This design comes from an exercise in tuning for small area on the open sky130 flow, not from production work.
Only simulation tests tie the RTL to the original design; equivalence was not proved.

## flow/design.v (module list and top-level ports; edited modules follow where they fit)
// module chen_cordic: 4732 lines
// module cfa: 4 lines
// module cha: 4 lines
module chen_cordic #(
    parameter ROTATE_TYPE = "ROTATE",
    parameter DATABITS = 17,
    parameter ITERATIONS = 16
)(
    input clk,
    input rst_n,
    input Validin,
    input signed [DATABITS-1:0] Xin,
    input signed [DATABITS-1:0] Yin,
    input signed [17:0] Ain,
    output Validout,
    output signed [DATABITS-1:0] Xout,
    output signed [DATABITS-1:0] Yout,
    output signed [17:0] Aout
);
  // ...
==> flow/flow/run.sh <==
#!/bin/bash
# The standard layout (the standard.sh, all steps), with one change: the buffer that
# placement puts on every input and output port is a plain sky130_fd_sc_hd__buf_1 instead of
# the cell buffer_ports picks by itself (a 10 um2 delay buffer). Every port still gets its buffer.
set -euo pipefail
export BUFFER_PORTS_ARGS="-buffer_cell sky130_fd_sc_hd__buf_1"
bash standard.sh > standard.log 2>&1
==> flow/standard.sh <==
#!/bin/bash
# synth_recipe.tcl (not shown) runs the flow's synth.tcl, then flattens the netlist and writes it again
# the make line also repeats each setting of config.mk as NAME=value (left out here)
make -C /OpenROAD-flow-scripts/flow DESIGN_CONFIG=/design/flow/config.mk WORK_HOME=/design/flow/orfs CLKGATE_MAP_FILE= SYNTH_SCRIPT=/design/flow/synth_recipe.tcl "${@:-finish}"
==> flow/config.mk <==
export PLATFORM = sky130hd
export DESIGN_NAME = chen_cordic
export DESIGN_NICKNAME = chen_cordic
export VERILOG_FILES = /design/flow/design.v
export SDC_FILE = /design/flow/constraint.sdc
export NUM_CORES = 4
export LEC_CHECK = 0
export CAP_MARGIN = 20
export CORE_MARGIN = 2
export CORE_UTILIZATION = 40
export CTS_BUF_LIST = sky130_fd_sc_hd__clkbuf_8
export CTS_CLUSTER_DIAMETER = 60
export CTS_CLUSTER_SIZE = 20
export SLEW_MARGIN = 20
export SYNTH_HIERARCHICAL = 1
export SYNTH_MINIMUM_KEEP_SIZE = 0
==> flow/constraint.sdc <==
create_clock -name core_clock -period 6.5 [get_ports {clk}]
set_input_delay 1.3000 -clock core_clock [delete_from_list [all_inputs] [get_ports {clk}]]
set_output_delay 1.3000 -clock core_clock [all_outputs]
set_load 0.01 [all_outputs]
==> results.json, run 1 <==
{
  "grt_max_degree": 32,
  "synth.most_common_cell": "dfxtp_1",
  "status": "timing/DRC/antenna clean",
  "wl_met3_um": 1870,
  "maxCapViolations": 0,
  "dpl_cell_area_mm2": 0.0369,
  "worst_slew_pin_slew_ns": 0.825,
  "clk_pin_slew_ns": 0.11,
  "max_freq_mhz": 158,
  "fin_crit_sh": 0.977,
  "busiest_layer": "met2",
  "synthArstFlopShare": 0,
  "cts.path.max_buffers": 3,
  "worstSetupPathType": "reg2reg",
  "cpMaxStageDelayCell": "fa_1",
  "taps": 1155,
  "cp-end-kind": "flip-flop",
  "use_met2": 0.248,
  "grt_usage": 0.133,
  "place_hpwl_um": 47200,
  "drc": 0,
  "critical_path.startpoint": "r10_n820_s$_DFF_P_"
}
==> run 2: changes to the inputs <==
==> flow/run.sh (new file) <==
#!/bin/bash
# synth_recipe.tcl (not shown) runs the flow's synth.tcl, then flattens the netlist and writes it again
# the make line also repeats each setting of config.mk as NAME=value (left out here)
make -C /OpenROAD-flow-scripts/flow DESIGN_CONFIG=/design/flow/config.mk WORK_HOME=/design/flow/orfs CLKGATE_MAP_FILE= SYNTH_SCRIPT=/design/flow/synth_recipe.tcl finish
removed: flow/flow/run.sh
removed: flow/standard.sh
==> results.json, run 2 <==
{
  "ant_nets": 0,
  "place_hpwl_um": 47500,
  "setup_viol": 0,
  "numPortBuffers": 107,
  "design.portCount": 108,
  "fill_cells": 7680,
  "cp-start-kind": "flip-flop",
  "cts_root_buffer": "clkbuf_8",
  "worst_slew_pin_slew_ns": 0.856,
  "r2r_cells": 15,
  "hp-class": "reg2reg",
  "syn_to_final_growth_pct": 12.8,
  "synth.avg_cell_area_um2": 14.6,
  "synth_edf_count": 0,
  "die_width_um": 300,
  "max_stage_delay_ns": 0.53,
  "grt_max_degree": 31,
  "multi_input_area_mm2": 0.0207,
  "synth_top_area_share": 0.388,
  "final_util": 0.456,
  "grt_pass1_vias": 20000,
  "synthFlopType": "dfxtp_1",
  "drive_gt1_frac": 0.123,
  "die_area_mm2": 0.0902,
  "clk_latency_ns": 0.72,
  "required_ns": 7.10,
  "grt_first_pass_wirelength_um": 98400,
  "path_cells": "fa_1 -> fa_2 -> fa_1 -> fa_1 -> fa_1 -> fa_2 -> fa_2 -> fa_1 -> fa_1 -> fa_1 -> fa_1 -> fa_1 -> fa_1 -> xor2_1 -> fa_1",
  "regMostFlops": "vld",
  "yosys_warnings": 7,
  "drv_slew": 0,
  "nets": 3429,
  "ys_seq_area_frac": 0.388,
  "register_area_mm2": 0.0136,
  "first_iter_violations": 530,
  "start_util": 0.404,
  "grt_usage": 0.135,
  "yosysUniqueCellTypes": 64,
  "placementRows": 108,
  "final_common_cell": "dfxtp_1",
  "crit_buf_inv": 0,
  "gp_congestion": 0.874,
  "vias_per_cell": 4.32,
  "cts.sinks": 680,
  "synthArstFlopShare": 0,
  "synth.most_common_cell": "dfxtp_1",
  "synth_area_leader_cell": "dfxtp_1",
  "status": "timing/DRC/antenna clean",
  "cp_max_fo": 2,
  "wire_per_inst_um": 14.9,
  "vias": 16400,
  "rsz0062_at_grt": "yes",
  "cts-htree-levels": 2,
  "reg2reg_to": "r6_n661_s$_DFF_P_",
  "r2r_setup_slack_ns": 0.18,
  "synth_area_leaders": "dfxtp_1 (39%), fa_1 (38%), xnor2_1 (6.7%), ha_1 (4.8%), xor2_1 (4.4%)",
  "antenna_found_initial": 1,
  "syn-num-nets": 3248,
  "skew_ns": 0.0707,
  "drc": 0,
  "crit_arrival_ns": 6.92,
  "synthTopCellsByCount": "dfxtp_1 (680), fa_1 (658), xnor2_1 (269)",
  "critical-path-top-delay-family": "adder cells",
  "cpMaxStageDelayCell": "fa_1",
  "largest_reg_flops": 13,
  "routed_wirelength_um": 56200,
  "period_minus_slack_ns": 6.32,
  "r2r_start": "r5_n571_s$_DFF_P_",
  "cts_buffers": 59,
  "holdPathStages": 0,
  "overflow": 0,
  "cts_tree": "yes",
  "max_freq_mhz": 158,
  "netlist_instances": 2399,
  "cts.path.max_buffers": 3,
  "synth_seq_cells": 680,
  "netlist_area_mm2": 0.0351,
  "min_to": "r7_n14_w_5$_DFF_P_",
  "fin_crit_sh": 0.973,
  "worstSetupPathType": "reg2reg",
  "cp_common_cell": "fa_1",
  "core_mm2": 0.0869,
  "firstDrtPassIters": 5,
  "hold_violations": 0,
  "final_cell_mix": "dfxtp_1 (679), fa_1 (578), xnor2_1 (265)",
  "hold_start": "r6_n14_w_5$_DFF_P_",
  "maxCapViolations": 0,
  "die_h_um": 300,
  "cp-end-kind": "flip-flop",
  "clk_pin_slew_ns": 0.11,
  "max_slew_margin": 0.427
}
run 2: worst max path at each step:
stage	slack (ns)	startpoint	depth (start not counted)	end
finish	0.18	r5_n571_s$_DFF_P_	15	r6_n661_s$_DFF_P_
global route	-0.03	r9_n796_s$_DFF_P_	15	r10_n865_s$_DFF_P_
CTS	0.02	r7_n665_s$_DFF_P_	15	r8_n793_s$_DFF_P_
detailed placement	-0.24	Ain[2]	19	r1_n164_y$_DFF_P_
global placement	-0.11	Ain[2]	19	r1_n198_y$_DFF_P_
floorplan	0.09	r12_n962_y$_DFF_P_	15	r13_n1255_s$_DFF_P_
run 2: area by class of cell:
| type | instances | share of cell area |
|---|---|---|
| inverters | 123 | 0.0117 |
| multi-input cells | 1503 | 0.524 |
| clock buffers | 63 | 0.0219 |
| flip-flops and latches | 680 | 0.344 |
| well taps | 1155 | 0.0365 |
| repair buffers | 213 | 0.0471 |
| clock inverters | 45 | 0.0154 |
| diodes | 1 | 0.0000632 |
run 2: cell families after synthesis:
family | synth area share
adder cells (fa/ha/maj) | 0.424
flip-flops | 0.388
XOR/XNOR | 0.117
buffers and inverters | 0.0296
AO/OA/AOI/OAI | 0.0243
AND/OR/NAND/NOR | 0.0175
multiplexers | 0.000570
run 2: through the flow:
| stage | TNS, ns | cell area (um^2) | cells | setup slack [ns] | hold WS, ns |
|---|---|---|---|---|---|
| 2_1_floorplan | 0 | 35100 | 2399 | 0.0904 | 0.310 |
| 3_3_place_gp | -0.197 | 37800 | 3669 | -0.109 | 0.310 |
| 3_5_place_dp | -0.804 | 37800 | 3669 | -0.235 | 0.312 |
| 6_report | 0 | 39600 | 3783 | 0.179 | 0.324 |
| 4_1_cts | 0 | 39300 | 3777 | 0.0158 | 0.325 |
| 5_1_grt | -0.0293 | 39600 | 3783 | -0.0284 | 0.323 |
run 2: metal layers:
metal  up-vias  track usage  wire [um]
li1       7751            -          -
met1      8316        0.160      23300
met2       199        0.252      29700
met3        93       0.0204       1860
met4         0       0.0375       1390
met5         -            0          0
run 2: modules after synthesis (local to each module, per instance):
module / flops+latches / copies in the design / cell area (um^2) / cells
cha: 0 / 54 / 12.5 / 1
chen_cordic: 680 / 1 / 21300 / 1691
cfa: 0 / 654 / 20.0 / 1
run 2: timing repair:
action | in CTS | in global routing
endpoints found under the setup margin | 6 | 46
hold buffers | 0 | 0
pin swaps | 5 | 10
resized for setup | 13 | 77
setup buffers | 0 | 5

==> separate check: timing with driven ports <==
The flow's constraints put no driver on any port. The routed layouts listed below were extracted and timed again, unchanged, in two steps.
Step 1 sets driving cells, clkbuf_16 on the clock port and buf_2 on the other inputs (assumed; they add their load-dependent delay and slew).
Step 2, shift: input delay + t, output delay - t, t = (earliest + latest rising clock arrival at the registers) / 2. This alone moves slack from input paths to output paths.
Slacks: no drivers / after step 1 / after step 2; pairs: no drivers / after step 1.
run	shift t [ns]	setup WS [ns]	hold slack, ns	clock arrival spread, ns	cell pins on the clock port's net
run 1	0.745	0.152 / 0.152 / 0.017	0.316 / 0.316 / 0.316	0.090 / 0.090	1
run 2	0.738	0.179 / 0.179 / -0.159	0.324 / 0.324 / 0.324	0.071 / 0.070	1
Met with ideal ports but missed after step 2: setup timing in run 2. The setup slack of run 2, which loses most, moves by 0.000 ns with the drivers and by -0.338 ns with both steps.
